This design comes from an exercise in tuning for a short achievable clock period and few clock cycles on the open sky130 flow, not from production work.
No run shown here included a check of the RTL's function; only the layout flow was run.
Power and IR drop assume default switching activity.

==> design.v <==
module csa64(input [63:0] x, y, z, output [63:0] s, c);
assign s = x ^ y ^ z;
assign c = ((x & y) | (x & z) | (y & z)) << 1;
endmodule
module booth_enc(input [31:0] b, input sgn, output [50:0] dig);
wire [34:0] bx = {{2{sgn & b[31]}}, b, 1'b0};
genvar i;
generate
	for (i = 0; i < 17; i = i + 1) begin : d
		assign dig[3*i]   = bx[2*i] ^ bx[2*i+1];
		assign dig[3*i+1] = (bx[2*i+2] & ~bx[2*i+1] & ~bx[2*i]) | (~bx[2*i+2] & bx[2*i+1] & bx[2*i]);
		assign dig[3*i+2] = bx[2*i+2] & ~(bx[2*i+1] & bx[2*i]);
	end
endgenerate
endmodule
module mul_pp(input [31:0] a, input sgn, input [50:0] dig, output [511:0] rows);
wire [32:0] ax = {sgn & a[31], a};
reg [64*18-1:0] pp;
integer i, j;
reg one, two, neg;
reg [63:0] m;
always @* begin
	pp = {64*18{1'b0}};
	for (i = 0; i < 17; i = i + 1) begin
		one = dig[3*i];
		two = dig[3*i+1];
		neg = dig[3*i+2];
		m = 64'b0;
		for (j = 0; j < 64; j = j + 1)
			m[j] = (one & ((j < 33) ? ax[j] : ax[32])) | (two & ((j == 0) ? 1'b0 : (j < 34) ? ax[j-1] : ax[32]));
		m = {64{neg}} ^ m;
		pp[64*i +: 64] = m << (2*i);
		pp[64*17 + 2*i] = neg;
	end
end
wire [64*12-1:0] t;
genvar k;
generate
	for (k = 0; k < 6; k = k + 1) begin : l1
		csa64 c(.x(pp[64*(3*k) +: 64]), .y(pp[64*(3*k+1) +: 64]), .z(pp[64*(3*k+2) +: 64]), .s(t[64*(2*k) +: 64]), .c(t[64*(2*k+1) +: 64]));
	end
	for (k = 0; k < 4; k = k + 1) begin : l2
		csa64 c(.x(t[64*(3*k) +: 64]), .y(t[64*(3*k+1) +: 64]), .z(t[64*(3*k+2) +: 64]), .s(rows[128*k +: 64]), .c(rows[128*k+64 +: 64]));
	end
endgenerate
endmodule
module mul_red(input [511:0] rows, output [191:0] out);
wire [63:0] u0, u1, u2, u3, u4, u5, v0, v1, v2, v3;
csa64 c0(.x(rows[0 +: 64]), .y(rows[64 +: 64]), .z(rows[128 +: 64]), .s(u0), .c(u1));
csa64 c1(.x(rows[192 +: 64]), .y(rows[256 +: 64]), .z(rows[320 +: 64]), .s(u2), .c(u3));
assign u4 = rows[384 +: 64];
assign u5 = rows[448 +: 64];
csa64 c2(.x(u0), .y(u1), .z(u2), .s(v0), .c(v1));
csa64 c3(.x(u3), .y(u4), .z(u5), .s(v2), .c(v3));
wire [63:0] w0, w1;
csa64 c4(.x(v0), .y(v1), .z(v2), .s(w0), .c(w1));
assign out = {v3, w1, w0};
endmodule
module mul_red3(input [191:0] rows, output [63:0] s, c);
csa64 c0(.x(rows[0 +: 64]), .y(rows[64 +: 64]), .z(rows[128 +: 64]), .s(s), .c(c));
endmodule
module mul_fin(input [127:0] rows, output [32:0] lo, output [31:0] hi0, hi1);
wire [63:0] s = rows[63:0];
wire [63:0] c = rows[127:64];
assign lo = {1'b0, s[31:0]} + {1'b0, c[31:0]};
assign hi0 = s[63:32] + c[63:32];
wire [32:0] hi1x = {s[63:32], 1'b1} + {c[63:32], 1'b1};
assign hi1 = hi1x[32:1];
endmodule
module datapath (input clock, reset,
		 output [31:0] imem_addr,
		 input  [31:0] imem_rdata,
		 output        dmem_we,
		 output [31:0] dmem_addr, dmem_wdata,
		 input  [31:0] dmem_rdata);
reg [31:2] pcw;		 
wire [31:0] pc_f = {pcw, 2'b00};
reg        v_d, pred_d;
reg [31:0] ins_d, pc4_d, rsv_d, rtv_d;
reg [31:2] pcs_d;
reg [3:0]  pj4_d;
reg [16:0] blo_d;
reg [13:0] pch_d, pchi_d, pchd_d;
reg        he_rs, he_rt, hm_rs, hm_rt;	 
reg        mf_d, ldst_d;
reg [31:0] a_e, b_e, sd_e, alt_e;
reg        sld_e, lta_e, ltb_e;
reg        we_e, ld_e, st_e, br_e, brl_e, bne_e, pred_e, mul_e, msg_e, kill_e;
reg [4:0]  wr_e;
reg        arith_e, sub_e, xp_e, xg_e, xt_e, xn_e, xb_e, sls_e, slu_e, mhi_e, mlo_e;
reg [31:0] res_m, sd_m;
reg        we_m, ld_m, st_m;
reg [4:0]  wr_m;
reg        bl_m, bne_l, pred_l;
reg [31:0] alt_l, cmpa_l, cmpb_l;
reg [31:0] wd_w;
reg        we_w;
reg [4:0]  wr_w;
reg [31:0] ma, hi0, hi1;
reg [32:0] lo;
reg [50:0] mdig;
reg        msg, mv1, mv2, mv3;
reg [511:0] mrows8;
reg [191:0] mrows3;
reg [127:0] mrows2;
reg [31:0] rf [1:31];
wire stall_d, redirect, redirect_m;
wire [31:0] redirect_pc;
wire [31:0] memval = ld_m ? dmem_rdata : res_m;
wire [31:0] ins_f = imem_rdata;
wire [4:0]  rs_f = ins_f[25:21];
wire [4:0]  rt_f = ins_f[20:16];
wire [31:0] pc4_f = pc_f + 32'd4;
wire [5:0]  op_f = ins_f[31:26];
wire jmp_f = op_f == 6'b000010;
wire beq_f = op_f == 6'b000100;
wire bne_f = op_f == 6'b000101;
wire same_f = rs_f == rt_f;
wire [17:0] blo_x = {1'b0, pc_f[17:2], 1'b1} + {1'b0, ins_f[15:0], 1'b1};
wire [16:0] blo_f = blo_x[17:1];
wire [31:0] btgt_f = {pc_f[31:18], blo_f[15:0], 2'b00};
wire pred_f = ((beq_f & (same_f | ins_f[15])) | (bne_f & ~same_f)) & (blo_f[16] == ins_f[15]);
wire [31:0] jtgt_f = {pc4_f[31:28], ins_f[25:0], 2'b00};
localparam NJ = 4;
localparam NJB = 2;
reg [NJ-1:0] jv;
reg [29:0] jtag [0:NJ-1];
reg [29:0] jdst [0:NJ-1];
reg [NJ-1:0] jhit_f;
reg [29:0] jt_f;
integer u;
always @* begin
	jt_f = 30'b0;
	for (u = 0; u < NJ; u = u + 1) begin
		jhit_f[u] = jv[u] & (jtag[u] == pcw);
		jt_f = jt_f | ({30{jhit_f[u]}} & jdst[u]);
	end
end
reg        fold_q;
reg [29:0] fdst_q;
wire [31:0] seq_f = fold_q ? {fdst_q, 2'b00} : pc4_f;
wire [31:0] npc_f = jmp_f ? jtgt_f : pred_f ? btgt_f : seq_f;
always @(posedge clock)
begin
	if (reset | redirect) fold_q <= 1'b0;
	else if (~stall_d) fold_q <= (|jhit_f) & ~fold_q & ~jmp_f & ~pred_f;
	if (~stall_d) fdst_q <= jt_f;
end
always @(posedge clock)
begin
	if (reset) pcw <= 30'b0;
	else if (redirect) pcw <= redirect_pc[31:2];
	else if (~stall_d) pcw <= npc_f[31:2];
end
assign imem_addr = pc_f;
wire rt0_f = op_f == 6'b000000;
wire [5:0] fn_f = ins_f[5:0];
wire ralu_f = rt0_f & (fn_f == 6'h20 | fn_f == 6'h21 | fn_f == 6'h22 | fn_f == 6'h23 | fn_f == 6'h24 |
		       fn_f == 6'h25 | fn_f == 6'h26 | fn_f == 6'h01 | fn_f == 6'h2a | fn_f == 6'h2b);
wire mul_f = rt0_f & (fn_f == 6'h18 | fn_f == 6'h19);
wire ialu_f = op_f == 6'h08 | op_f == 6'h09 | op_f == 6'h0a | op_f == 6'h0b | op_f == 6'h0c |
	      op_f == 6'h0d | op_f == 6'h0e;
wire urs_f = ralu_f | mul_f | ialu_f | op_f == 6'h23 | op_f == 6'h2b;
wire urt_f = ralu_f | mul_f;
wire mf_f = rt0_f & (fn_f == 6'h10 | fn_f == 6'h12);
wire [31:0] rf_rs = (rs_f == 5'b0) ? 32'b0 : rf[rs_f];
wire [31:0] rf_rt = (rt_f == 5'b0) ? 32'b0 : rf[rt_f];
wire [31:0] rsw_f = (we_w & (wr_w == rs_f)) ? wd_w : rf_rs;
wire [31:0] rtw_f = (we_w & (wr_w == rt_f)) ? wd_w : rf_rt;
wire [31:0] rsv_f = (we_m & (wr_m == rs_f)) ? memval : rsw_f;
wire [31:0] rtv_f = (we_m & (wr_m == rt_f)) ? memval : rtw_f;
wire [5:0] op = ins_d[31:26];
wire [5:0] fn = ins_d[5:0];
wire [4:0] rs = ins_d[25:21];
wire [4:0] rt = ins_d[20:16];
wire [4:0] rd = ins_d[15:11];
wire rtype = op == 6'b000000;
wire f_add  = rtype & (fn == 6'h20 | fn == 6'h21);
wire f_sub  = rtype & (fn == 6'h22 | fn == 6'h23);
wire f_and  = rtype & fn == 6'h24;
wire f_or   = rtype & fn == 6'h25;
wire f_xor  = rtype & fn == 6'h26;
wire f_xnor = rtype & fn == 6'h01;
wire f_slt  = rtype & fn == 6'h2a;
wire f_sltu = rtype & fn == 6'h2b;
wire f_hi   = rtype & fn == 6'h10;
wire f_lo   = rtype & fn == 6'h12;
wire f_mul  = rtype & (fn == 6'h18 | fn == 6'h19);
wire i_add  = op == 6'h08 | op == 6'h09;
wire i_slt  = op == 6'h0a;
wire i_sltu = op == 6'h0b;
wire i_and  = op == 6'h0c;
wire i_or   = op == 6'h0d;
wire i_xor  = op == 6'h0e;
wire i_lui  = op == 6'h0f;
wire i_lw   = op == 6'h23;
wire i_sw   = op == 6'h2b;
wire i_beq  = op == 6'h04;
wire i_bne  = op == 6'h05;
wire i_br   = i_beq | i_bne;
wire r_alu  = f_add | f_sub | f_and | f_or | f_xor | f_xnor | f_slt | f_sltu;
wire i_alu  = i_add | i_slt | i_sltu | i_and | i_or | i_xor;
wire use_imm = i_alu | i_lui | i_lw | i_sw;
wire sub_d  = f_sub | f_slt | f_sltu | i_slt | i_sltu;
wire [4:0] wr_d = rtype ? rd : rt;
wire we_d = (r_alu | f_hi | f_lo | i_alu | i_lui | i_lw) & (wr_d != 5'b0);
wire zext = i_and | i_or | i_xor;
wire [31:0] imm_d = i_lui ? {ins_d[15:0], 16'b0} : {{16{ins_d[15] & ~zext}}, ins_d[15:0]};
wire hit_e_rs = he_rs & we_e;
wire hit_e_rt = he_rt & we_e;
wire [31:0] v_rs = (hm_rs & we_m) ? memval : rsv_d;
wire [31:0] v_rt = (hm_rt & we_m) ? memval : rtv_d;
wire ld_use = ldst_d & we_e;
wire mf_wait = mf_d & (mul_e | mv1 | mv2 | mv3);
assign stall_d = v_d & (ld_use | mf_wait);
wire go_d = v_d & ~stall_d;
always @(posedge clock)
begin
	if (reset | redirect) v_d <= 1'b0;
	else if (~stall_d) v_d <= 1'b1;
	ldst_d <= ~stall_d & v_d & i_lw & ((wr_d == rs_f & urs_f) | (wr_d == rt_f & urt_f));
	if (stall_d) begin
		rsv_d <= v_rs;
		rtv_d <= v_rt;
		hm_rs <= wr_e == rs;
		hm_rt <= wr_e == rt;
	end else begin
		ins_d <= ins_f;
		pc4_d <= seq_f;
		pcs_d <= pcw;
		pj4_d <= pc4_f[31:28];
		blo_d <= blo_f;
		pch_d <= pc_f[31:18];
		pchi_d <= pc_f[31:18] + 14'd1;
		pchd_d <= pc_f[31:18] - 14'd1;
		pred_d <= pred_f;
		rsv_d <= rsv_f;
		rtv_d <= rtv_f;
		mf_d <= mf_f;
		he_rs <= wr_d == rs_f;
		he_rt <= wr_d == rt_f;
		hm_rs <= wr_e == rs_f;
		hm_rt <= wr_e == rt_f;
	end
end
wire i_j = op == 6'b000010;
reg        jq_v, jq2_v;
reg [29:0] jq_tag, jq_dst, jq2_tag, jq2_dst;
reg [NJ-1:0] jdup;
integer w;
always @* for (w = 0; w < NJ; w = w + 1) jdup[w] = jv[w] & (jtag[w] == jq_tag);
reg [NJB-1:0] jptr;
always @(posedge clock)
begin
	jq_tag <= pcs_d - 30'd2;
	jq_dst <= {pj4_d, ins_d[25:0]};
	jq2_tag <= jq_tag;
	jq2_dst <= jq_dst;
	if (reset) begin
		jq_v <= 1'b0;
		jq2_v <= 1'b0;
		jv <= {NJ{1'b0}};
		jptr <= {NJB{1'b0}};
	end else begin
		jq_v <= v_d & i_j;
		jq2_v <= jq_v & ~(|jdup);
		if (jq2_v) begin
			jv[jptr] <= 1'b1;
			jtag[jptr] <= jq2_tag;
			jdst[jptr] <= jq2_dst;
			jptr <= jptr + 1'b1;
		end
	end
end
wire [31:0] res_e;
wire fb_d = hit_e_rt & ~use_imm;
wire [31:0] v_b = use_imm ? imm_d : v_rt;
wire [13:0] bhi_d = (blo_d[16] == ins_d[15]) ? pch_d : blo_d[16] ? pchi_d : pchd_d;
wire [31:0] btgt_d = {bhi_d, blo_d[15:0], 2'b00};
wire [31:0] bpre = sub_d ? ~v_b : v_b;
wire fbp = fb_d & ~sub_d;
wire fbn = fb_d & sub_d;
always @(posedge clock)
begin
	if (reset) begin
		kill_e <= 1'b0;
		we_e <= 1'b0; ld_e <= 1'b0; st_e <= 1'b0; br_e <= 1'b0; mul_e <= 1'b0;
	end else begin
		kill_e <= redirect;
		we_e <= go_d & we_d;
		ld_e <= go_d & i_lw;
		st_e <= go_d & i_sw;
		br_e <= go_d & i_br;
		mul_e <= go_d & f_mul;
	end
	wr_e <= wr_d;
	bne_e <= i_bne;
	msg_e <= ~fn[0];
	pred_e <= pred_d;
	alt_e <= pred_d ? pc4_d : btgt_d;
	a_e <= hit_e_rs ? res_e : v_rs;
	b_e <= fbp ? res_e : fbn ? ~res_e : bpre;
	sd_e <= hit_e_rt ? res_e : v_rt;
	sld_e <= hit_e_rt & ld_e;
	lta_e <= hit_e_rs & ld_e;
	ltb_e <= hit_e_rt & ld_e;
	brl_e <= ld_e & (hit_e_rs | hit_e_rt);
	arith_e <= f_add | i_add | i_lw | i_sw | f_sub;
	sub_e <= sub_d;
	xp_e <= f_add | i_add | i_lw | i_sw | f_sub | f_xor | i_xor;
	xg_e <= f_and | i_and;
	xt_e <= f_or | i_or;
	xn_e <= f_xnor;
	xb_e <= i_lui;
	sls_e <= f_slt | i_slt;
	slu_e <= f_sltu | i_sltu;
	mhi_e <= f_hi;
	mlo_e <= f_lo;
end
wire [31:0] a = a_e;
wire [31:0] b = b_e;	 
wire [31:0] g0 = a & b;
wire [31:0] t0 = a | b;
wire [31:0] p0 = a ^ b;
wire [31:0] hi = lo[32] ? hi1 : hi0;
wire [31:0] x = ({32{xp_e}} & p0) | ({32{xg_e}} & g0) | ({32{xt_e}} & t0) | ({32{xn_e}} & ~p0)
	      | ({32{xb_e}} & b_e) | ({32{mhi_e}} & hi) | ({32{mlo_e}} & lo[31:0]);
reg [31:0] g, p, gn, pn;
integer i, l;
always @* begin
	g = g0; p = t0;
	g[0] = g0[0] | (t0[0] & sub_e);
	for (l = 1; l < 32; l = l * 2) begin
		gn = g; pn = p;
		for (i = l; i < 32; i = i + 1) begin
			gn[i] = g[i] | (p[i] & g[i-l]);
			pn[i] = p[i] & p[i-l];
		end
		g = gn; p = pn;
	end
end
wire [31:0] c = {g[30:0], sub_e};
wire [31:0] r = x ^ (c & {32{arith_e}});
wire lt = (sls_e & (p0[31] ? ~g[30] : a[31])) | (slu_e & ~g[31]);
assign res_e = {r[31:1], r[0] | lt};
wire eq = a_e == b_e;
wire taken_e = bne_e ^ eq;
wire redirect_e = br_e & ~kill_e & ~brl_e & (taken_e != pred_e);
wire go_e = ~kill_e & ~redirect_m;	 
wire eq_l = cmpa_l == cmpb_l;
assign redirect_m = bl_m & ((bne_l ^ eq_l) != pred_l);
assign redirect = redirect_m | redirect_e;
assign redirect_pc = redirect_m ? alt_l : alt_e;
always @(posedge clock)
begin
	if (reset) begin
		we_m <= 1'b0; ld_m <= 1'b0; st_m <= 1'b0; bl_m <= 1'b0;
	end else begin
		we_m <= we_e & go_e;
		ld_m <= ld_e & go_e;
		st_m <= st_e & go_e;
		bl_m <= br_e & brl_e & go_e;
	end
	wr_m <= wr_e;
	res_m <= res_e;
	sd_m <= sld_e ? dmem_rdata : sd_e;
	bne_l <= bne_e;
	pred_l <= pred_e;
	alt_l <= alt_e;
	cmpa_l <= lta_e ? dmem_rdata : a_e;
	cmpb_l <= ltb_e ? dmem_rdata : b_e;
end
wire [50:0] dig;
wire [511:0] rows8;
wire [191:0] rows3;
wire [127:0] rows2;
wire [32:0] plo;
wire [31:0] phi0, phi1;
booth_enc menc(.b(b_e), .sgn(msg_e), .dig(dig));
mul_pp  mpp(.a(ma), .sgn(msg), .dig(mdig), .rows(rows8));
mul_red mrd(.rows(mrows8), .out(rows3));
mul_red3 mr3(.rows(mrows3), .s(rows2[63:0]), .c(rows2[127:64]));
mul_fin mfn(.rows(mrows2), .lo(plo), .hi0(phi0), .hi1(phi1));
always @(posedge clock)
begin
	if (reset) begin
		mv1 <= 1'b0; mv2 <= 1'b0; mv3 <= 1'b0;
	end else begin
		mv1 <= mul_e & go_e;
		mv2 <= mv1;
		mv3 <= mv2;
	end
	ma <= a_e;
	mdig <= dig;
	msg <= msg_e;
	mrows8 <= rows8;
	mrows3 <= rows3;
	if (mv3) mrows2 <= rows2;
	lo <= plo;
	hi0 <= phi0;
	hi1 <= phi1;
end
assign dmem_addr = res_m;
assign dmem_wdata = sd_m;
assign dmem_we = st_m;
always @(posedge clock)
begin
	if (reset) we_w <= 1'b0;
	else we_w <= we_m;
	wr_w <= wr_m;
	wd_w <= memval;
end
integer k;
always @(posedge clock)
begin
	if (reset) begin
		for (k = 1; k < 32; k = k + 1) rf[k] <= 32'b0;
	end else if (we_w) begin
		rf[wr_w] <= wd_w;
	end
end
endmodule
==> flow/run.sh <==
#!/bin/bash
# Layout flow: the standard flow, with synthesis mapping the logic through ABC with a
# delay-oriented script (flow/speed.abc) in place of the default one. Everything else,
# including the registers that synthesis produces, is the standard flow's.
set -euo pipefail
here=$(pwd)
bash standard.sh SYNTH_SCRIPT=$here/flow/synth.tcl finish > $here/standard.log 2>&1
==> flow/speed.abc <==
&get -n
&st
&dch
&nf
&put
buffer -c
topo
stime -c
upsize -c
dnsize -c
==> flow/synth.tcl <==
# The standard flow's synthesis script, with the ABC mapping script replaced by flow/speed.abc
set ::speed_abc [file join [file dirname [file normalize [info script]]] speed.abc]
proc abc {args} {
  set i [lsearch $args -script]
  lset args [expr {$i + 1}] $::speed_abc
  yosys abc {*}$args
}
source [file join [file dirname [file dirname [file normalize [info script]]]] synth_recipe.tcl]
==> standard.sh <==
#!/bin/bash
# synth_recipe.tcl (not shown) runs the flow's synth.tcl, then flattens the netlist and writes it again
# the make line also repeats each setting of config.mk as NAME=value (left out here)
make -C /OpenROAD-flow-scripts/flow DESIGN_CONFIG=/design/flow/config.mk WORK_HOME=/design/flow/orfs CLKGATE_MAP_FILE= SYNTH_SCRIPT=/design/flow/synth_recipe.tcl "${@:-finish}"
==> config.mk <==
export PLATFORM = sky130hd
export DESIGN_NAME = datapath
export DESIGN_NICKNAME = datapath
export VERILOG_FILES = /design/flow/design.v
export SDC_FILE = /design/flow/constraint.sdc
export NUM_CORES = 8
export LEC_CHECK = 0
export CAP_MARGIN = 25
export CORE_MARGIN = 2
export CORE_UTILIZATION = 40
export SETUP_SLACK_MARGIN = 3.2
export SLEW_MARGIN = 20
==> constraint.sdc <==
create_clock -name core_clock -period 5.8 [get_ports {clock}]
set_input_delay 1.1600 -clock core_clock [delete_from_list [all_inputs] [get_ports {clock}]]
set_output_delay 1.1600 -clock core_clock [all_outputs]
set_load 0.01 [all_outputs]
==> results of run 1 <==
## cells by family after synthesis
group,Yosys count,synth area share
buffers and inverters,1622,0.0435
AOI/OAI and AO/OA,2318,0.107
muxes,645,0.0902
other,1,0.0000262
adders and majority gates,841,0.104
and+or+nand+nor,2453,0.0893
xor gates and xnor gates,996,0.0610
DFF,2832,0.506
## flip-flops by register name, indices dropped and copies added, names as in the netlist, 33 cells and up
signal	cells
jtag	120
mrows8	336
lo	33
jdst	120
mdig	50
mrows3	164
rf	1024
mrows2	123
## layer usage
layer  vias up  track usage
met5         -            0
li1      42941            -
met4        12        0.194
met2      7048        0.475
met3      1554       0.0785
met1     54009        0.407
## how the worst max path moves through the flow
stage | endpoint | slack, ps
CTS | pcw[22]$_SDFFE_PP0P_ | 2730
detailed placement | mrows8[311]$_DFF_P_ | 1000
global placement | mrows8[37]$_DFF_P_ | 980
floorplan | pcw[3]$_SDFFE_PP0P_ | 2400
global route | pcw[29]$_SDFFE_PP0P_ | 2750
finish | pcw[22]$_SDFFE_PP0P_ | 2750
## critical path, delay by kind of cell
kind	cells	cell delay, ps
compound gates	7	1440
fa+ha+maj	1	290
buf+inv	3	740
simple gates	2	180
## power breakdown
group | leakage [nW] | total, mW | internal [mW] | switching, mW
Sequential | 26.5 | 27.2 | 24.9 | 2.26
Clock | 5.18 | 20.7 | 11.8 | 8.85
Combinational | 34.1 | 25.7 | 10.9 | 14.9
## stage by stage
step                hold WS, ps  utilization  area [µm²]  std cells
CTS                         325        0.476      169000      16960
detailed placement          312        0.424      151000      16021
global route                330        0.488      174000      17190
floorplan                   310            -      144000      11710
finish                      325        0.488      174000      17201
global placement            310        0.423      151000      16004
## final cells by class
class	instances	share of cell area
Sequential cell	2832	0.419
Clock inverter	163	0.00926
Multi-Input combinational cell	7258	0.401
Antenna cell	32	0.000461
Inverter	631	0.0148
Timing Repair Buffer	1107	0.0696
Clock buffer	427	0.0517
Tap cell	4751	0.0342
## Yosys cell counts, drive strengths merged, types with 7 or more instances
library cell,number
edfxtp,1561
dfxtp,1271
and2,1005
clkbuf,824
o21ai,631
inv,627
fa,572
nor2,564
a22oi,539
xnor2,525
mux4,512
xor2,471
nand2,433
a21oi,412
ha,269
buf,167
o22ai,123
mux2i,100
nand3,91
nor4,87
o211ai,85
a221oi,82
nand4,74
a221o,68
a222oi,67
nor3,64
a22o,52
o31ai,42
nand2b,39
a31oi,35
mux2,33
and3,32
a21o,31
o221ai,31
a211oi,23
nor2b,22
o21a,19
or3,12
a21boi,10
o2bb2ai,9
o221a,8
o32ai,7
or4,7
## timing repair
| action | 4_1_cts | 5_1_grt |
|---|---|---|
| cloned | 38 | 17 |
| pin swaps | 183 | 271 |
| setup endpoints to repair | 1666 | 745 |
| hold buffers | 0 | 0 |
| gates resized for setup | 1506 | 588 |
| buffers inserted | 311 | 190 |
==> impl_metrics.tcl, run 1 <==
set metrics [dict create \
    status "complete, no violations" \
    grt_first_pass_wirelength_mm 809 \
    synthTopCellsByArea "edfxtp_1 (33%), dfxtp_1 (18%), mux4_2 (8.1%)" \
    setup_viol 0 \
    ant_nets 0 \
    rows 219 \
    multiInputGateArea_mm2 0.0696 \
    dp_slack_ps 1000 \
    cp_cell_sequence "clkdlybuf4s15_2, ha_4, a21o_1, a31o_2, o211ai_4, a21oi_2, a311oi_4, nor2_4, buf_4, buf_16, a22o_1, a21oi_2, nor3_1" \
    r2r_slack_ps 2830 \
    synth-edff-count 1561 \
    synth.distinct_cells 84 \
    yosysTopAreaCell "edfxtp_1" \
    endpoint_kind "register" \
    finalHoldViolCount 0 \
    worstSetupStartpoint "imem_rdata[5]" \
    drt-vias-per-instance 6.14 \
    synth_seq_cells 2832 \
    root_buffer "clkbuf_16" \
    h-tree-depth 5 \
    start_kind "input port" \
    maxCapViolCount 0 \
    crit_required_ps 6590 \
    antenna_found_initial 42 \
    drt-total-wl_mm 588 \
    max_slew.worst_pin.slew_ps 1270 \
    drc 0 \
    synth.avg_cell_area_um2 12.2 \
    min_path_cells 0 \
    power.total_mw 73.6 \
    r2r_cells 16 \
    r2r_start "pcw[2]$_SDFFE_PP0P_" \
    grt_overflow 0 \
    coreArea_mm2 0.356 \
    relSlewSlack 0.146 \
    cpPeakStageDelay_ps 430 \
    portBuffers 160 \
    fmax_mhz 327 \
    cts_sinks 2832 \
    top_layer "met5" \
    drtIter0Drc 15275 \
    die_area_mm2 0.362 \
    ios 163 \
    mostFrequentLayoutCell "edfxtp_1" \
    finalWeightedCongestion 0.970 \
    area_growth_pct 21.5 \
    clkSlewWorstSetupHoldPaths_ps 60 \
    cellLeakagePower_nw 65.8 \
    met2_length_mm 258 \
    wl_per_cell_um 34.2 \
    netlist.area_leader.share 0.328 \
    drv_slew 0 \
    critPathMaxFanout 6 \
    yosysSeqAreaShare 0.506 \
    numCtsBuffers 322 \
    synth_area_mm2 0.143 \
    min-delay-start "jq_dst[11]$_DFF_P_" \
    die_height_um 602 \
    grt_max_degree 118 \
    start_util 0.402 \
    vdd_drop_max_uv 306 \
    mostFrequentLayoutCells "edfxtp_1 (1561), dfxtp_1 (1076), and2_1 (995)" \
    regArea_mm2 0.0729 \
    hpwl_mm 381 \
    rr_endpoint "pcw[22]$_SDFFE_PP0P_" \
    gr-usage-all-layers 0.315 \
    crit_top_cell "a21oi_2" \
    setup_slack_ps 2750 \
    rsz0062_at_grt "yes" \
    cts_max_path_buffers 4 \
    ys.flop_type "edfxtp_1" \
    final.min_clock_period_ps 3050 \
    synthArstFlopShare 0 \
    cpMaxStageDelayCell "clkdlybuf4s15_2" \
    synthCells 11708 \
    vias 105564 \
    first_global_vias 105186 \
    hold_end "jq2_dst[11]$_DFF_P_" \
    cts_tree "done" \
    clock_skew_ps 93.9 \
    yosysWarnings 2 \
    clk_latency_ps 970 \
    dr.pass1.iters 9 \
    wl_met3_mm 66.6 \
    worstPathArrival_ps 3850 \
    drive_above_1_share 0.252 \
    holdCritPathClass "register to register" \
    finalCritPeriodShare 0.527 \
    die_x_um 602 \
    finalSetupTns_ps 0 \
    fillers 30878 \
    path_class "input port to register" \
    met1_length_mm 221 \
    final_nets 13059 \
    powerDensity_mw_per_mm2 424 \
]
==> run 2, diff against run 1 <==
--- a/design.v
+++ b/design.v
@@ -85,14 +85,14 @@
 reg        mf_d, ldst_d;
 reg [31:0] a_e, b_e, sd_e, alt_e;
 reg        sld_e, lta_e, ltb_e;
-reg        we_e, ld_e, st_e, br_e, brl_e, bne_e, pred_e, mul_e, msg_e, kill_e;
+reg        we_e, ld_e, st_e, br_e, brl_e, inv_e, eq_e, mul_e, msg_e, kill_e;
 reg [4:0]  wr_e;
 reg        arith_e, sub_e, xp_e, xg_e, xt_e, xn_e, xb_e, sls_e, slu_e, mhi_e, mlo_e;
 reg [31:0] res_m, sd_m;
 reg        we_m, ld_m, st_m;
 reg [4:0]  wr_m;
-reg        bl_m, bne_l, pred_l;
-reg [31:0] alt_l, cmpa_l, cmpb_l;
+reg        bl_m, inv_l, eq_l;
+reg [31:0] alt_l;
 reg [31:0] wd_w;
 reg        we_w;
 reg [4:0]  wr_w;
@@ -294,9 +294,9 @@
 		mul_e <= go_d & f_mul;
 	end
 	wr_e <= wr_d;
-	bne_e <= i_bne;
+	inv_e <= i_bne ^ pred_d;	 
+	eq_e <= v_rs == v_rt;
 	msg_e <= ~fn[0];
-	pred_e <= pred_d;
 	alt_e <= pred_d ? pc4_d : btgt_d;
 	a_e <= hit_e_rs ? res_e : v_rs;
 	b_e <= fbp ? res_e : fbn ? ~res_e : bpre;
@@ -304,7 +304,7 @@
 	sld_e <= hit_e_rt & ld_e;
 	lta_e <= hit_e_rs & ld_e;
 	ltb_e <= hit_e_rt & ld_e;
-	brl_e <= ld_e & (hit_e_rs | hit_e_rt);
+	brl_e <= hit_e_rs | hit_e_rt;
 	arith_e <= f_add | i_add | i_lw | i_sw | f_sub;
 	sub_e <= sub_d;
 	xp_e <= f_add | i_add | i_lw | i_sw | f_sub | f_xor | i_xor;
@@ -343,12 +343,9 @@
 wire [31:0] r = x ^ (c & {32{arith_e}});
 wire lt = (sls_e & (p0[31] ? ~g[30] : a[31])) | (slu_e & ~g[31]);
 assign res_e = {r[31:1], r[0] | lt};
-wire eq = a_e == b_e;
-wire taken_e = bne_e ^ eq;
-wire redirect_e = br_e & ~kill_e & ~brl_e & (taken_e != pred_e);
+wire redirect_e = br_e & ~kill_e & ~brl_e & (eq_e ^ inv_e);
 wire go_e = ~kill_e & ~redirect_m;	 
-wire eq_l = cmpa_l == cmpb_l;
-assign redirect_m = bl_m & ((bne_l ^ eq_l) != pred_l);
+assign redirect_m = bl_m & (eq_l ^ inv_l);
 assign redirect = redirect_m | redirect_e;
 assign redirect_pc = redirect_m ? alt_l : alt_e;
 always @(posedge clock)
@@ -364,11 +361,9 @@
 	wr_m <= wr_e;
 	res_m <= res_e;
 	sd_m <= sld_e ? dmem_rdata : sd_e;
-	bne_l <= bne_e;
-	pred_l <= pred_e;
+	inv_l <= inv_e;
 	alt_l <= alt_e;
-	cmpa_l <= lta_e ? dmem_rdata : a_e;
-	cmpb_l <= ltb_e ? dmem_rdata : b_e;
+	eq_l <= (lta_e ? dmem_rdata : a_e) == (ltb_e ? dmem_rdata : b_e);
 end
 wire [50:0] dig;
 wire [511:0] rows8;
==> run 2 against run 1 <==
Against the previous run: cell count fell by 0.58%; die area fell by 0.60%; final area down 0.20%; clock skew down 25 ps; area after synthesis is 0.60% lower; routed wire length is 3.9% lower; sequential power fell by 2%; largest cell class unchanged.
==> impl_metrics.tcl, run 2 <==
set metrics [dict create \
    gr-usage-all-layers 0.303 \
    cpPeakStageDelay_ps 420 \
    netlist_top_cells_count "edfxtp_1 (1561), dfxtp_1 (1207), and2_1 (1009), clkbuf_1 (814), nor2_1 (632)" \
    h-tree-depth 5 \
    holdCritPathClass "register to register" \
    rr_endpoint "pcw[24]$_SDFFE_PP0P_" \
    switching_share 0.353 \
    rows 218 \
    vias 105030 \
    synth.distinct_cells 85 \
    netlist.area_leader.share 0.330 \
    crit_path_end "pcw[24]$_SDFFE_PP0P_" \
    finalSetupTns_ps 0 \
    holdWs_ps 319 \
    grt_first_pass_wirelength_mm 779 \
    r2r_cells 15 \
    start_util 0.402 \
    ant_nets 0 \
    r2r_slack_ps 2940 \
    setup_viol 0 \
    drc 0 \
    hpwl_mm 354 \
    finalWeightedCongestion 0.963 \
    drive_above_1_share 0.257 \
    coreArea_mm2 0.353 \
    crit_required_ps 6640 \
    worstPathArrival_ps 3730 \
    portBuffers 160 \
    wl_per_cell_um 33.1 \
    fillers 30490 \
    powerDensity_mw_per_mm2 422 \
    synthCells 11578 \
    yosysSeqAreaShare 0.500 \
    worstSetupStartpoint "imem_rdata[0]" \
    endpoint_kind "register" \
    clk_latency_ps 960 \
    comb_power_share 0.356 \
    cts_tree "done" \
    die_area_mm2 0.360 \
    die_height_um 600 \
    regMostFlops "rf" \
    yosysMostFrequentCell "edfxtp_1" \
    p_seq_frac 0.365 \
    drt-vias-per-instance 6.14 \
    hold_buffers 0 \
    critPathMaxFanout 8 \
    synthTopCellsByArea "edfxtp_1 (33%), dfxtp_1 (17%), mux4_2 (8.1%)" \
    synth_area_mm2 0.142 \
    regArea_mm2 0.0715 \
    synth.avg_cell_area_um2 12.3 \
    yosysTopAreaCell "edfxtp_1" \
    drt-total-wl_mm 565 \
    synth-edff-count 1561 \
    max_slew.worst_pin.slew_ps 1070 \
    ys.flop_type "edfxtp_1" \
    first_global_vias 104315 \
    area_growth_pct 22.0 \
    drtIter0Drc 15019 \
    die_x_um 600 \
    grt_max_degree 69 \
    synth_seq_cells 2768 \
    cp_cell_sequence "buf_2, inv_12, ha_4, inv_4, fa_2, nand3_4, a21oi_4, o211ai_1, a21o_1, nand3_4, buf_12, buf_12, o21ai_4, buf_6, a21oi_2, a211oi_1" \
    maxCapViolCount 0 \
    multiInputGateArea_mm2 0.0704 \
    vdd_drop_max_uv 583 \
    cts_max_path_buffers 4 \
    path_class "input port to register" \
    pwr-share-clk 0.279 \
    final.min_clock_period_ps 2890 \
    yosysWarnings 2 \
    root_buffer "clkbuf_16" \
    cellLeakagePower_nw 65.9 \
    largest_reg_flops 1024 \
    relSlewSlack 0.283 \
    largest_registers "rf x1024, mrows8 x336, mrows3 x164" \
    min_path_cells 0 \
    start_kind "input port" \
    fmax_mhz 346 \
    antenna_found_initial 44 \
    numCtsBuffers 311 \
    final_nets 12986 \
    synthArstFlopShare 0 \
    mostFrequentLayoutCell "edfxtp_1" \
    clkSlewWorstSetupHoldPaths_ps 60 \
    drv_slew 0 \
    cts_sinks 2768 \
    cpMaxStageDelayCell "fa_2" \
    switching_power_mw 25.8 \
    clock_skew_ps 69.2 \
    finalCritPeriodShare 0.498 \
    ios 163 \
    mostFrequentLayoutCells "edfxtp_1 (1561), dfxtp_1 (1028), and2_1 (1003)" \
    r2r_start "pcw[2]$_SDFFE_PP0P_" \
    status "complete, no violations" \
    rsz0062_at_grt "yes" \
    grt_overflow 0 \
    internal-power_mw 47.4 \
    finalHoldViolCount 0 \
    dr.pass1.iters 9 \
]
run 2: cell count changes after synthesis, moves of 39 or more:
cell | previous run | this run
nor2_1 | 562 | 632
a22oi_1 | 539 | 582
o21ai_0 | 629 | 422
a21oi_1 | 412 | 451
mux2i_1 | 100 | 159
inv_1 | 627 | 581
dfxtp_1 | 1271 | 1207
nand2_1 | 432 | 350
a22o_1 | 52 | 13
run 2: layout make-up:
type / instances / share of cell area
Timing Repair inverter: 1 / 0.0000505
Tap cell: 4730 / 0.0341
Antenna cell: 30 / 0.000433
Clock inverter: 154 / 0.00915
Inverter: 596 / 0.0137
Clock buffer: 422 / 0.0510
Multi-Input combinational cell: 7248 / 0.406
Sequential cell: 2768 / 0.413
Timing Repair Buffer: 1153 / 0.0732
run 2: power by group through the flow:
stage,sequential (mW),combinational (mW),clock [mW]
after floorplan,26.0,15.8,0
after global placement,27.0,23.4,0
after detailed placement,27.1,24.0,0
after CTS,26.7,25.5,20.6
after global routing,27.0,28.9,21.4
final,26.7,26.1,20.4
run 2: what timing repair did:
item / in CTS / in global routing
cloned: 38 / 20
pin swaps: 205 / 279
setup buffers: 298 / 281
endpoints found under the setup margin: 1312 / 680
hold endpoints to repair: 0 / 0
resized for setup: 1576 / 591
run 2: worst min-delay path by stage:
stage / from / end / slack, ps
floorplan: jq_dst[0]$_DFF_P_ / jq2_dst[0]$_DFF_P_ / 310
global placement: jq_dst[12]$_DFF_P_ / jq2_dst[12]$_DFF_P_ / 310
detailed placement: jq_dst[15]$_DFF_P_ / jq2_dst[15]$_DFF_P_ / 310
CTS: jq_dst[20]$_DFF_P_ / jq2_dst[20]$_DFF_P_ / 320
global route: jq_dst[9]$_DFF_P_ / jq2_dst[9]$_DFF_P_ / 330
finish: jq_dst[26]$_DFF_P_ / jq2_dst[26]$_DFF_P_ / 320
run 2: per-stage QoR:
| step | power [mW] | setup slack (ps) | instance area (µm²) | utilization | std cells |
|---|---|---|---|---|---|
| 2_1_floorplan | 41.7 | 2550 | 143000 | - | 11580 |
| 3_3_place_gp | 50.4 | 1060 | 149000 | 0.423 | 15841 |
| 3_5_place_dp | 51.1 | 1050 | 150000 | 0.424 | 15859 |
| 4_1_cts | 72.8 | 2930 | 168000 | 0.476 | 16771 |
| 5_1_grt | 77.3 | 2850 | 173000 | 0.491 | 17092 |
| 6_report | 73.2 | 2910 | 173000 | 0.491 | 17102 |
run 2: cell families after synthesis:
logic type | share of synthesized area
buffers and inverters | 0.0425
flip-flops | 0.500
AND/OR/NAND/NOR | 0.0911
AO/OA/AOI/OAI | 0.102
adder cells (fa/ha/maj) | 0.104
XOR/XNOR | 0.0633
other | 0.0000264
multiplexers | 0.0976
run 2: critical path: cells and delay by family:
family	cells	cell delay (ps)
adders and majority gates	2	570
AOI/OAI and AO/OA	6	980
buffers and inverters	6	780
and+or+nand+nor	2	220
run 2: per-layer routing:
metal  routed length (µm)  vias up  share of wire  global-route usage
met2               255000     7245           0.45               0.470
met5                  199        -        0.00035            0.000802
li1                     -    42736              -                   -
met1               207000    53379           0.37               0.383
met3                62500     1646           0.11              0.0705
met4                40900       24          0.072               0.185
==> run 3, diff against run 2 <==
--- a/design.v
+++ b/design.v
@@ -83,16 +83,16 @@
 reg [13:0] pch_d, pchi_d, pchd_d;
 reg        he_rs, he_rt, hm_rs, hm_rt;	 
 reg        mf_d, ldst_d;
-reg [31:0] a_e, b_e, sd_e, alt_e;
+reg [31:0] a_e, b_e, sd_e, alt_e, bt_e;
 reg        sld_e, lta_e, ltb_e;
-reg        we_e, ld_e, st_e, br_e, brl_e, inv_e, eq_e, mul_e, msg_e, kill_e;
+reg        we_e, ld_e, st_e, br_e, brl_e, inv_e, eq_e, crs_e, mul_e, msg_e, kill_e;
 reg [4:0]  wr_e;
 reg        arith_e, sub_e, xp_e, xg_e, xt_e, xn_e, xb_e, sls_e, slu_e, mhi_e, mlo_e;
 reg [31:0] res_m, sd_m;
 reg        we_m, ld_m, st_m;
 reg [4:0]  wr_m;
-reg        bl_m, inv_l, eq_l;
-reg [31:0] alt_l;
+reg        bl_m, inv_l, eq_l, crs_l;
+reg [31:0] alt_l, bt_l;
 reg [31:0] wd_w;
 reg        we_w;
 reg [4:0]  wr_w;
@@ -119,7 +119,7 @@
 wire [17:0] blo_x = {1'b0, pc_f[17:2], 1'b1} + {1'b0, ins_f[15:0], 1'b1};
 wire [16:0] blo_f = blo_x[17:1];
 wire [31:0] btgt_f = {pc_f[31:18], blo_f[15:0], 2'b00};
-wire pred_f = ((beq_f & (same_f | ins_f[15])) | (bne_f & ~same_f)) & (blo_f[16] == ins_f[15]);
+wire pred_f = (beq_f & (same_f | ins_f[15])) | (bne_f & ~same_f);
 wire [31:0] jtgt_f = {pc4_f[31:28], ins_f[25:0], 2'b00};
 localparam NJ = 4;
 localparam NJB = 2;
@@ -298,6 +298,8 @@
 	eq_e <= v_rs == v_rt;
 	msg_e <= ~fn[0];
 	alt_e <= pred_d ? pc4_d : btgt_d;
+	bt_e <= btgt_d;
+	crs_e <= pred_d & (blo_d[16] != ins_d[15]);
 	a_e <= hit_e_rs ? res_e : v_rs;
 	b_e <= fbp ? res_e : fbn ? ~res_e : bpre;
 	sd_e <= hit_e_rt ? res_e : v_rt;
@@ -343,11 +345,13 @@
 wire [31:0] r = x ^ (c & {32{arith_e}});
 wire lt = (sls_e & (p0[31] ? ~g[30] : a[31])) | (slu_e & ~g[31]);
 assign res_e = {r[31:1], r[0] | lt};
-wire redirect_e = br_e & ~kill_e & ~brl_e & (eq_e ^ inv_e);
+wire misp_e = eq_e ^ inv_e;
+wire redirect_e = br_e & ~kill_e & ~brl_e & (misp_e | crs_e);
 wire go_e = ~kill_e & ~redirect_m;	 
-assign redirect_m = bl_m & (eq_l ^ inv_l);
+wire misp_l = eq_l ^ inv_l;
+assign redirect_m = bl_m & (misp_l | crs_l);
 assign redirect = redirect_m | redirect_e;
-assign redirect_pc = redirect_m ? alt_l : alt_e;
+assign redirect_pc = redirect_m ? ((crs_l & ~misp_l) ? bt_l : alt_l) : ((crs_e & ~misp_e) ? bt_e : alt_e);
 always @(posedge clock)
 begin
 	if (reset) begin
@@ -363,6 +367,8 @@
 	sd_m <= sld_e ? dmem_rdata : sd_e;
 	inv_l <= inv_e;
 	alt_l <= alt_e;
+	bt_l <= bt_e;
+	crs_l <= crs_e;
 	eq_l <= (lta_e ? dmem_rdata : a_e) == (ltb_e ? dmem_rdata : b_e);
 end
 wire [50:0] dig;
==> run 3 against run 2 <==
Against the previous run: utilization is 0.89 points lower; clock power hardly changed; fmax is 4.1% lower; worst hold slack worse by 7.7 ps; clock-buffer cell count is 19 higher; via count is 0.19% higher.
==> impl_metrics.tcl, run 3 <==
set metrics [dict create \
    status "complete, no violations" \
    rows 220 \
    finalNonFillerCells 17075 \
    drv_slew 0 \
    rsz0062_at_grt "yes" \
    finalCritPeriodShare 0.520 \
    relSlewSlack 0.129 \
    die_x_um 604 \
    synth.avg_cell_area_um2 12.4 \
    vias 105227 \
    netlist_top_cells_count "edfxtp_1 (1561), dfxtp_1 (1269), and2_1 (1009), clkbuf_1 (809), nor2_1 (641)" \
    dp_slack_ps 1140 \
    clkSlewWorstSetupHoldPaths_ps 60 \
    yosysMostFrequentCell "edfxtp_1" \
    grt_first_pass_wirelength_mm 783 \
    synthTopCellsByArea "edfxtp_1 (33%), dfxtp_1 (18%), mux4_2 (8.0%)" \
    ios 163 \
    powerDensity_mw_per_mm2 423 \
    area_growth_pct 20.2 \
    drive_above_1_share 0.243 \
    vdd_drop_max_uv 311 \
    crit_top_cell "buf_16" \
    drc 0 \
    fmax_mhz 332 \
    yosysSeqAreaShare 0.502 \
    grt_util_met3 0.0716 \
    h-tree-depth 5 \
    final.min_clock_period_ps 3010 \
    wl_per_cell_um 33.3 \
    gr-usage-all-layers 0.300 \
    portBuffers 160 \
    synth.distinct_cells 87 \
    drt-vias-per-instance 6.16 \
    grt_most_used_layer "met2" \
    dr.pass1.iters 10 \
    worstPathArrival_ps 3760 \
    numCtsBuffers 311 \
    regMostFlops "rf" \
    grt_use_met2 0.455 \
    cp_cell_sequence "buf_16, buf_16, buf_16, mux4_2, nor2_1, o32ai_1, o211ai_1, a221o_1, o21ai_1" \
    first_global_vias 104904 \
    cts_tree "done" \
    yosysTopAreaCell "edfxtp_1" \
    cpPeakStageDelay_ps 1040 \
    dp_cells 15927 \
    finalHoldViolCount 0 \
    yosysWarnings 2 \
    max_slew.worst_pin.slew_ps 1300 \
    finalSetupTns_ps 0 \
    critPathMaxFanout 8 \
    final_nets 12880 \
    synth-edff-count 1561 \
    antenna_found_initial 58 \
    root_buffer "clkbuf_16" \
    clk_latency_ps 970 \
    hpwl_mm 349 \
    finalWeightedCongestion 0.980 \
    path_class "input port to register" \
    final_util 0.482 \
    cts_sinks 2830 \
    netlist.area_leader.share 0.326 \
    start_util 0.401 \
    maxCapViolCount 0 \
    holdCritPathClass "register to register" \
    drtIter0Drc 14646 \
    coreArea_mm2 0.359 \
    setup_viol 0 \
    grt_max_degree 103 \
    clock_skew_ps 103 \
    die_height_um 604 \
    ys.flop_type "edfxtp_1" \
    mostFrequentLayoutCells "edfxtp_1 (1561), dfxtp_1 (1094), and2_1 (999)" \
    synthCells 11639 \
    drt-total-wl_mm 568 \
    endpoint_kind "register" \
    synth_area_mm2 0.144 \
    synth_seq_cells 2830 \
    cellLeakagePower_nw 65.3 \
    synthArstFlopShare 0 \
    die_area_mm2 0.364 \
    largest_registers "rf x1024, mrows8 x336, mrows3 x164" \
    crit_required_ps 6550 \
    cpMaxStageDelayCell "o211ai_1" \
    mostFrequentLayoutCell "edfxtp_1" \
    grt_overflow 0 \
    largest_reg_flops 1024 \
    setup_slack_ps 2790 \
    cts_max_path_buffers 4 \
    ant_nets 0 \
    start_kind "input port" \
    grt_use_met1 0.379 \
]
==> run 3: changes by cell type in the layout (fill, tap and decap cells not counted), moves of 29 or more <==
cell / delta
dfxtp_1: +66
a221o_1: +43
diode_2: +41
a22oi_1: -50
inv_1: -29
o21ai_1: +31
a22o_1: +33
nand2_1: -43
buf_4: -120
==> run 3: worst paths after layout <==
check,start,to,slack [ps],cells past startpoint
max,imem_rdata[16],rtv_d[15]$_DFF_P_,2790,9
min,jq_dst[22]$_DFF_P_,jq2_dst[22]$_DFF_P_,310,0
max reg2reg,pcw[8]$_SDFFE_PP0P_,pcw[28]$_SDFFE_PP0P_,2960,12
min reg2reg,jq_dst[22]$_DFF_P_,jq2_dst[22]$_DFF_P_,310,0
==> run 3: logic make-up after synthesis <==
group,count (synthesis),share of synthesized area
flops,2830,0.502
simple gates,2430,0.0887
compound gates,2173,0.103
buf+inv,1575,0.0422
xor+xnor,1031,0.0628
fa+ha+maj,841,0.103
mux,758,0.0979
other cells,1,0.0000261
==> run 3: stage by stage <==
| stage | hold slack (ps) | cell area (µm²) | power (mW) |
|---|---|---|---|
| 2_1_floorplan | 310 | 145000 | 42.3 |
| 3_3_place_gp | 310 | 151000 | 50.9 |
| 3_5_place_dp | 312 | 151000 | 51.4 |
| 4_1_cts | 306 | 169000 | 72.8 |
| 5_1_grt | 312 | 173000 | 77.1 |
| 6_report | 311 | 173000 | 73.1 |
==> run 3: worst max-delay path, delay by kind of cell <==
family | cells | cell delay [ps]
AO/OA/AOI/OAI | 4 | 1480
buffers and inverters | 3 | 450
multiplexers | 1 | 510
AND/OR/NAND/NOR | 1 | 100
==> run 3: where the power goes <==
group          leakage [nW]  internal (mW)  switching [mW]  total, mW
clock                  4.98           11.5            8.63       20.1
combinational          33.8           10.9            14.8       25.7
sequential             26.5           25.0            2.34       27.3
==> run 3: final cells by class <==
| class | instances | area, µm² |
|---|---|---|
| multi-input cells | 7241 | 70300 |
| repair inverters | 1 | 11.3 |
| well taps | 4773 | 5970 |
| clock buffers | 441 | 8960 |
| fillers | 31144 | 186000 |
| clock inverters | 130 | 1230 |
| flip-flops and latches | 2830 | 72800 |
| repair buffers | 1003 | 11100 |
| diodes | 71 | 178 |
| inverters | 585 | 2360 |
==> run 3: routing by layer <==
layer	wire length, µm	vias to the layer above
met3	62600	1713
met2	252000	7243
met4	45500	14
li1	-	42705
met1	208000	53552
met5	79	-
==> run 3: repair_timing <==
item | in CTS | in global routing
setup endpoints to repair | 1020 | 742
resized for setup | 1471 | 494
pin swaps | 181 | 223
cloned | 33 | 18
setup buffers | 263 | 182
hold buffers | 0 | 0
==> run 4, diff against run 3 <==
--- a/design.v
+++ b/design.v
@@ -75,7 +75,7 @@
 		 input  [31:0] dmem_rdata);
 reg [31:2] pcw;		 
 wire [31:0] pc_f = {pcw, 2'b00};
-reg        v_d, pred_d;
+reg        v_d, pred_d, spred_d, lpf_d;
 reg [31:0] ins_d, pc4_d, rsv_d, rtv_d;
 reg [31:2] pcs_d;
 reg [3:0]  pj4_d;
@@ -111,6 +111,14 @@
 wire [4:0]  rs_f = ins_f[25:21];
 wire [4:0]  rt_f = ins_f[20:16];
 wire [31:0] pc4_f = pc_f + 32'd4;
+localparam NL = 8;
+reg [NL-1:0] lv, lconf;
+reg [29:0] ltag [0:NL-1];
+reg [7:0]  lcnt [0:NL-1];
+reg [7:0]  ltrip [0:NL-1];
+reg        lflip_q;
+reg [29:0] pcs_e, pcs_l;
+reg        cinv_e, cinv_l, lpf_e, lpf_l;
 wire [5:0]  op_f = ins_f[31:26];
 wire jmp_f = op_f == 6'b000010;
 wire beq_f = op_f == 6'b000100;
@@ -119,7 +127,9 @@
 wire [17:0] blo_x = {1'b0, pc_f[17:2], 1'b1} + {1'b0, ins_f[15:0], 1'b1};
 wire [16:0] blo_f = blo_x[17:1];
 wire [31:0] btgt_f = {pc_f[31:18], blo_f[15:0], 2'b00};
-wire pred_f = (beq_f & (same_f | ins_f[15])) | (bne_f & ~same_f);
+wire spred_f = (beq_f & (same_f | ins_f[15])) | (bne_f & ~same_f);
+wire lpf_f = lflip_q & (beq_f | bne_f);	 
+wire pred_f = spred_f ^ lpf_f;
 wire [31:0] jtgt_f = {pc4_f[31:28], ins_f[25:0], 2'b00};
 localparam NJ = 4;
 localparam NJB = 2;
@@ -146,6 +156,19 @@
 	else if (~stall_d) fold_q <= (|jhit_f) & ~fold_q & ~jmp_f & ~pred_f;
 	if (~stall_d) fdst_q <= jt_f;
 end
+wire [29:0] lkey = fold_q ? fdst_q : pcw + 30'd1;
+reg lflip_n;
+integer li;
+always @* begin
+	lflip_n = 1'b0;
+	for (li = 0; li < NL; li = li + 1)
+		lflip_n = lflip_n | (lv[li] & lconf[li] & (ltag[li] == lkey) & (lcnt[li] == ltrip[li]));
+end
+always @(posedge clock)
+begin
+	if (reset | redirect) lflip_q <= 1'b0;
+	else if (~stall_d) lflip_q <= lflip_n & ~jmp_f & ~pred_f;
+end
 always @(posedge clock)
 begin
 	if (reset) pcw <= 30'b0;
@@ -234,6 +257,8 @@
 		pchi_d <= pc_f[31:18] + 14'd1;
 		pchd_d <= pc_f[31:18] - 14'd1;
 		pred_d <= pred_f;
+		spred_d <= spred_f;
+		lpf_d <= lpf_f;
 		rsv_d <= rsv_f;
 		rtv_d <= rtv_f;
 		mf_d <= mf_f;
@@ -295,6 +320,9 @@
 	end
 	wr_e <= wr_d;
 	inv_e <= i_bne ^ pred_d;	 
+	cinv_e <= i_bne ^ spred_d;	 
+	lpf_e <= lpf_d;
+	pcs_e <= pcs_d;
 	eq_e <= v_rs == v_rt;
 	msg_e <= ~fn[0];
 	alt_e <= pred_d ? pc4_d : btgt_d;
@@ -351,6 +379,43 @@
 wire misp_l = eq_l ^ inv_l;
 assign redirect_m = bl_m & (misp_l | crs_l);
 assign redirect = redirect_m | redirect_e;
+wire lu_m = bl_m;
+wire lu_e = br_e & ~kill_e & ~brl_e & ~redirect_m;
+wire lu_v = lu_m | lu_e;
+wire [29:0] lu_pc = lu_m ? pcs_l : pcs_e;
+wire lu_go = lu_m ? ~(eq_l ^ cinv_l) : ~(eq_e ^ cinv_e);	 
+wire lu_lpf = lu_m ? lpf_l : lpf_e;
+reg [NL-1:0] lu_hit;
+integer lj;
+always @* for (lj = 0; lj < NL; lj = lj + 1) lu_hit[lj] = lv[lj] & (ltag[lj] == lu_pc);
+reg [2:0] lptr;
+integer lk;
+always @(posedge clock)
+begin
+	if (reset) begin
+		lv <= {NL{1'b0}};
+		lptr <= 3'b0;
+	end else if (lu_v) begin
+		if (|lu_hit) begin
+			for (lk = 0; lk < NL; lk = lk + 1) if (lu_hit[lk]) begin
+				if (lu_go) begin
+					if (lcnt[lk] != 8'hff) lcnt[lk] <= lcnt[lk] + 8'd1;
+					if (lu_lpf) lconf[lk] <= 1'b0;
+				end else begin
+					ltrip[lk] <= lcnt[lk];
+					lconf[lk] <= lcnt[lk] != 8'hff;
+					lcnt[lk] <= 8'd0;
+				end
+			end
+		end else if (~lu_go) begin
+			lv[lptr] <= 1'b1;
+			lconf[lptr] <= 1'b0;
+			ltag[lptr] <= lu_pc;
+			lcnt[lptr] <= 8'd0;
+			lptr <= lptr + 3'd1;
+		end
+	end
+end
 assign redirect_pc = redirect_m ? ((crs_l & ~misp_l) ? bt_l : alt_l) : ((crs_e & ~misp_e) ? bt_e : alt_e);
 always @(posedge clock)
 begin
@@ -366,6 +431,9 @@
 	res_m <= res_e;
 	sd_m <= sld_e ? dmem_rdata : sd_e;
 	inv_l <= inv_e;
+	cinv_l <= cinv_e;
+	lpf_l <= lpf_e;
+	pcs_l <= pcs_e;
 	alt_l <= alt_e;
 	bt_l <= bt_e;
 	crs_l <= crs_e;
==> run 4 against run 3 <==
Against the previous run: non-clock buffer count grew 425; flip-flop and latch count is 452 higher; clock power increased by 19%; fmax down 25%; setup slack lost 1000 ps; synthesized cell count grew 19%; cell count grew 20%; die area up 16%; area after synthesis is 16% higher; via count rose by 18%; combinational power hardly changed; critical path type is now register to register.
==> impl_metrics.tcl, run 4 <==
set metrics [dict create \
    status "complete, no violations" \
    portBuffers 160 \
    area_growth_pct 22.6 \
    die_x_um 650 \
    numCtsBuffers 365 \
    synth.distinct_cells 102 \
    synth_seq_cells 3282 \
    setup_viol 0 \
    finalCritPeriodShare 0.696 \
    antenna_found_initial 68 \
    holdCritPathClass "register to register" \
    ant_nets 0 \
    die_area_mm2 0.423 \
    endpoint_kind "register" \
    path_class "register to register" \
    synthCells 13824 \
    ios 163 \
    drt-total-wl_mm 670 \
    switching_power_mw 27.3 \
    comb_power_share 0.322 \
    switching_share 0.339 \
    drc 0 \
    synth-edff-count 1875 \
    start_util 0.401 \
    drive_above_1_share 0.247 \
    yosysWarnings 3 \
    drtIter0Drc 16731 \
    drv_slew 0 \
    gr-usage-all-layers 0.304 \
    max_slew.worst_pin.slew_ps 1190 \
    finalWeightedCongestion 0.954 \
    netlist.area_leader.share 0.337 \
    largest_reg_flops 1024 \
    pwr-share-clk 0.298 \
    synthArstFlopShare 0 \
    cts_tree "done" \
    hold_buffers 0 \
    powerDensity_mw_per_mm2 393 \
    root_buffer "clkbuf_16" \
    dr.pass1.iters 11 \
    cts_max_path_buffers 4 \
    hpwl_mm 428 \
    vias 124310 \
    first_global_vias 121211 \
    largest_registers "rf x1024, mrows8 x336, ltag x240" \
    crit_required_ps 6450 \
    worstPathArrival_ps 4690 \
    yosysSeqAreaShare 0.506 \
    start_kind "register" \
    final_cell_area_mm2 0.205 \
    rows 237 \
    finalSetupTns_ps 0 \
    dp_cells 18871 \
    grt_first_pass_wirelength_mm 921 \
    clk_latency_ps 1030 \
    relSlewSlack 0.206 \
    cts_sinks 3282 \
    final_util 0.492 \
    final.min_clock_period_ps 4040 \
    rsz0062_at_grt "yes" \
    setup_slack_ps 1760 \
    critPathMaxFanout 12 \
    h-tree-depth 5 \
    vdd_drop_max_uv 325 \
    holdWs_ps 319 \
    drt-vias-per-instance 6.08 \
    mostFrequentLayoutCells "edfxtp_1 (1875), dfxtp_1 (1243), and2_1 (1005)" \
    finalHoldViolCount 0 \
    coreArea_mm2 0.416 \
    internal-power_mw 53.1 \
    finalNonFillerCells 20439 \
    synth_area_mm2 0.167 \
    final_nets 15471 \
    fmax_mhz 248 \
    ys.flop_type "edfxtp_1" \
    clkSlewWorstSetupHoldPaths_ps 60 \
    dp_slack_ps 623 \
    die_height_um 650 \
    dpl_cell_area_mm2 0.176 \
    regMostFlops "rf" \
    synthTopCellsByArea "edfxtp_1 (34%), dfxtp_1 (17%), mux4_2 (6.9%)" \
    wl_per_cell_um 32.8 \
    cellLeakagePower_nw 77.4 \
    grt_overflow 0 \
    mostFrequentLayoutCell "edfxtp_1" \
    maxCapViolCount 0 \
    power.total_mw 80.4 \
    yosysTopAreaCell "edfxtp_1" \
    yosysMostFrequentCell "edfxtp_1" \
    netlist_top_cells_count "edfxtp_1 (1875), dfxtp_1 (1407), and2_1 (1021), clkbuf_1 (860), nor2_1 (818)" \
    clock_skew_ps 111 \
    p_seq_frac 0.380 \
    grt_max_degree 136 \
    synth.avg_cell_area_um2 12.1 \
]
## run 4: changes by cell type in the layout (fill, tap and decap cells not counted), moves of 73 or more
cell	previous run	this run
a22oi_1	524	598
dfxtp_1	1094	1243
xnor2_1	476	736
inv_1	501	622
nand2_1	282	443
a21oi_1	298	413
buf_4	536	826
edfxtp_1	1561	1875
nand4_1	61	134
buf_6	179	256
nor2_1	572	715
## run 4: what timing repair did
item | in CTS | in global routing
endpoints found under the setup margin | 2277 | 1303
buffers inserted | 519 | 221
gates resized for setup | 1775 | 645
pin swaps | 275 | 287
gates cloned | 49 | 21
## run 4: final cells by class
| cell class | instances | area (µm²) |
|---|---|---|
| repair buffers | 1428 | 15600 |
| flip-flops and latches | 3282 | 84900 |
| inverters | 684 | 2700 |
| diodes | 75 | 188 |
| clock buffers | 511 | 10600 |
| clock inverters | 171 | 1730 |
| multi-input cells | 8791 | 82000 |
| fillers | 35979 | 211000 |
| well taps | 5497 | 6880 |
## run 4: worst paths after layout
kind,cells past startpoint,endpoint,slack (ps),start
worst min-delay path,0,jq2_dst[17]$_DFF_P_,320,jq_dst[17]$_DFF_P_
worst max register to register,20,ltag[5][6]$_DFFE_PP_,1760,bl_m$_SDFF_PP0_
worst min register to register,0,jq2_dst[17]$_DFF_P_,320,jq_dst[17]$_DFF_P_
worst max-delay path,20,ltag[5][6]$_DFFE_PP_,1760,bl_m$_SDFF_PP0_
## run 4: worst max-delay path, cell delays in order (launching register included)
cell and delay [ps]:
dfxtp_4 360, buf_12 150, buf_12 150, buf_4 140, mux2i_4 190, buf_4 180
clkbuf_16 190, nor2_2 170, a21oi_1 60, nand4_1 250, nor4_4 50, buf_4 180
nor3_4 230, nand3b_4 120, nor3b_4 280, nand2_4 70, or2_4 290, buf_6 150
nor2_4 110, buf_12 150, buf_16 140
## run 4: layer usage
| metal | up-vias | part of all wire | global-route usage |
|---|---|---|---|
| met2 | 7990 | 0.44 | 0.468 |
| met5 | - | 0.00031 | 0 |
| met4 | 24 | 0.081 | 0.205 |
| met1 | 62857 | 0.37 | 0.383 |
| li1 | 51653 | - | - |
| met3 | 1786 | 0.10 | 0.0694 |
## run 4: power groups by stage
stage / clock network [mW] / registers [mW] / logic [mW]
global route: 25.0 / 30.8 / 28.9
CTS: 24.1 / 30.5 / 25.2
floorplan: 0 / 30.0 / 15.9
detailed placement: 0 / 31.0 / 23.9
global placement: 0 / 30.9 / 23.4
finish: 23.9 / 30.5 / 25.9
## run 4: cell families after synthesis
kind of cell,after synthesis,synth area share
flip-flops,3282,0.506
multiplexers,768,0.0859
buffers and inverters,1763,0.0406
adder cells (fa/ha/maj),853,0.0896
XOR/XNOR,1386,0.0727
other,1,0.0000225
AND/OR/NAND/NOR,3150,0.0983
AO/OA/AOI/OAI,2621,0.107
==> run 5, diff against run 4 <==
--- a/design.v
+++ b/design.v
@@ -119,6 +119,9 @@
 reg        lflip_q;
 reg [29:0] pcs_e, pcs_l;
 reg        cinv_e, cinv_l, lpf_e, lpf_l;
+reg [NL-1:0] lhit_d, lhit_e, lhit_l;
+integer lh;
+always @* for (lh = 0; lh < NL; lh = lh + 1) lhit_d[lh] = lv[lh] & (ltag[lh] == pcs_d);
 wire [5:0]  op_f = ins_f[31:26];
 wire jmp_f = op_f == 6'b000010;
 wire beq_f = op_f == 6'b000100;
@@ -323,6 +326,7 @@
 	cinv_e <= i_bne ^ spred_d;	 
 	lpf_e <= lpf_d;
 	pcs_e <= pcs_d;
+	lhit_e <= lhit_d;
 	eq_e <= v_rs == v_rt;
 	msg_e <= ~fn[0];
 	alt_e <= pred_d ? pc4_d : btgt_d;
@@ -385,9 +389,7 @@
 wire [29:0] lu_pc = lu_m ? pcs_l : pcs_e;
 wire lu_go = lu_m ? ~(eq_l ^ cinv_l) : ~(eq_e ^ cinv_e);	 
 wire lu_lpf = lu_m ? lpf_l : lpf_e;
-reg [NL-1:0] lu_hit;
-integer lj;
-always @* for (lj = 0; lj < NL; lj = lj + 1) lu_hit[lj] = lv[lj] & (ltag[lj] == lu_pc);
+wire [NL-1:0] lu_hit = lu_m ? lhit_l : lhit_e;	 
 reg [2:0] lptr;
 integer lk;
 always @(posedge clock)
@@ -434,6 +436,7 @@
 	cinv_l <= cinv_e;
 	lpf_l <= lpf_e;
 	pcs_l <= pcs_e;
+	lhit_l <= lhit_e;
 	alt_l <= alt_e;
 	bt_l <= bt_e;
 	crs_l <= crs_e;
==> run 5 against run 4 <==
Against the previous run: still clean; setup slack improved by 220 ps; synthesized cell count down 2.1%; first-iteration DRC count increased by 1.1%; worst hold slack about the same; global-route usage fell by 0.56 points; via count down 2.0%; fmax is 5.7% higher; clock skew is 33 ps lower; final area fell by 2.2%; sequential power is essentially flat.
==> impl_metrics.tcl, run 5 <==
set metrics [dict create \
    drtIter0Drc 16921 \
    yosysWarnings 3 \
    synth-edff-count 1875 \
    synthArstFlopShare 0 \
    worstPathArrival_ps 4770 \
    start_util 0.402 \
    endpoint_kind "register" \
    fmax_mhz 262 \
    setup_viol 0 \
    drc 0 \
    hpwl_mm 418 \
    synth.distinct_cells 88 \
    critPathMaxFanout 17 \
    synth_area_mm2 0.165 \
    finalWeightedCongestion 1.01 \
    path_class "register to register" \
    powerDensity_mw_per_mm2 401 \
    die_area_mm2 0.418 \
    max_slew.worst_pin.slew_ps 1010 \
    synthTopCellsByArea "edfxtp_1 (34%), dfxtp_1 (17%), mux4_2 (7.0%)" \
    area_growth_pct 21.2 \
    portBuffers 160 \
    netlist_top_cells_count "edfxtp_1 (1875), dfxtp_1 (1423), and2_1 (1010), clkbuf_1 (903), inv_1 (738)" \
    finalSetupTns_ps 0 \
    wl_per_cell_um 32.5 \
    regArea_mm2 0.0852 \
    finalCritPeriodShare 0.659 \
    yosysSeqAreaShare 0.513 \
    drt-total-wl_mm 648 \
    root_buffer "clkbuf_16" \
    coreArea_mm2 0.410 \
    grt_max_degree 78 \
    largest_registers "rf x1024, mrows8 x336, ltag x240" \
    yosysTopAreaCell "edfxtp_1" \
    cts_tree "done" \
    synth.avg_cell_area_um2 12.2 \
    drv_slew 0 \
    netlist.area_leader.share 0.341 \
    die_height_um 647 \
    synthCells 13530 \
    crit_required_ps 6740 \
    largest_reg_flops 1024 \
    maxCapViolCount 0 \
    cts_sinks 3298 \
    synth_seq_cells 3298 \
    cts_max_path_buffers 4 \
    h-tree-depth 5 \
    ios 163 \
    finalHoldViolCount 0 \
    first_global_vias 117990 \
    antenna_found_initial 70 \
    final.min_clock_period_ps 3820 \
    clk_latency_ps 1010 \
    final_nets 15008 \
    grt_overflow 0 \
    yosysMostFrequentCell "edfxtp_1" \
    numCtsBuffers 361 \
    mostFrequentLayoutCells "edfxtp_1 (1875), dfxtp_1 (1256), and2_1 (1002)" \
    hold_buffers 0 \
    vdd_drop_max_uv 282 \
    status "complete, no violations" \
    ant_nets 0 \
    mostFrequentLayoutCell "edfxtp_1" \
    dr.pass1.iters 14 \
    relSlewSlack 0.318 \
    start_kind "register" \
    gr-usage-all-layers 0.299 \
    rows 235 \
    clkSlewWorstSetupHoldPaths_ps 70 \
    rsz0062_at_grt "yes" \
    ys.flop_type "edfxtp_1" \
    cellLeakagePower_nw 75.2 \
    holdCritPathClass "register to register" \
    drt-vias-per-instance 6.11 \
    multiInputGateArea_mm2 0.0790 \
    vias 121798 \
    fillers 35683 \
    die_x_um 647 \
    drive_above_1_share 0.239 \
    holdWs_ps 319 \
    grt_first_pass_wirelength_mm 896 \
    regMostFlops "rf" \
    clock_skew_ps 77.8 \
]
## run 5: worst paths after layout
kind / start / end / slack, ps / depth (start not counted)
max reg2reg: pcw[3]$_SDFFE_PP0P_ / lflip_q$_SDFFE_PP0N_ / 1980 / 15
min: mrows8[3]$_DFF_P_ / mrows3[3]$_DFF_P_ / 320 / 0
min reg2reg: mrows8[3]$_DFF_P_ / mrows3[3]$_DFF_P_ / 320 / 0
max: pcw[3]$_SDFFE_PP0P_ / lflip_q$_SDFFE_PP0N_ / 1980 / 15
## run 5: routing by layer
metal,up-vias,part of all wire,GRT usage
li1,50283,-,-
met1,61614,0.37,0.383
met2,8003,0.44,0.451
met3,1880,0.10,0.0639
met4,18,0.082,0.211
met5,-,0.00019,0
## run 5: kinds of logic after synthesis
group	synth area share
flops	0.513
mux	0.0868
xor+xnor	0.0687
compound gates	0.106
other cells	0.0000227
fa+ha+maj	0.0906
buf+inv	0.0420
simple gates	0.0922
## run 5: critical path, stage by stage, from the launching register on
cell and delay (ps):
dfxtp_2 340, buf_12 130, ha_4 250, mux2i_2 70, buf_4 240, a2111oi_1 440
buf_4 190, o2111ai_1 110, nor4_2 280, nand4b_1 200, a2111oi_4 470, nand4_1 210
nor4bb_4 350, nor4_1 80, a211o_1 270, a21boi_2 110
## run 5: layout make-up
type | instances | share of cell area
flip-flops and latches | 3298 | 0.426
well taps | 5451 | 0.0341
repair inverters | 1 | 0.0000438
clock inverters | 211 | 0.0115
multi-input cells | 8415 | 0.395
inverters | 758 | 0.0151
diodes | 86 | 0.00108
repair buffers | 1254 | 0.0677
clock buffers | 459 | 0.0498
## run 5: timing repair
action | CTS | global route
setup endpoints to repair | 1570 | 957
gates resized for setup | 1715 | 544
cloned | 41 | 15
pin swaps | 244 | 236
setup buffers | 403 | 220
## run 5: metrics by stage
step,utilization,power (mW),cell area [µm²],worst slack [ps],instances
global route,0.488,84.7,200000,1830,19924
floorplan,-,46.0,167000,2250,13532
global placement,0.423,54.5,174000,935,18489
finish,0.488,80.3,200000,1980,19933
detailed placement,0.424,55.0,174000,1090,18496
CTS,0.476,80.1,195000,2130,19610
## run 5: power by group
group          switching (mW)  total, mW  internal, mW
clock                    10.3       24.1          13.8
sequential               2.12       30.6          28.5
combinational            14.8       25.6          10.8

Check on run 5: ideal ports give 1.978 ns setup slack; a clkbuf_16 on the clock port and buf_2 on the inputs give 1.978 ns; moving port delays by the midpoint clock arrival (1.079 ns) as well gives 1.800 ns.
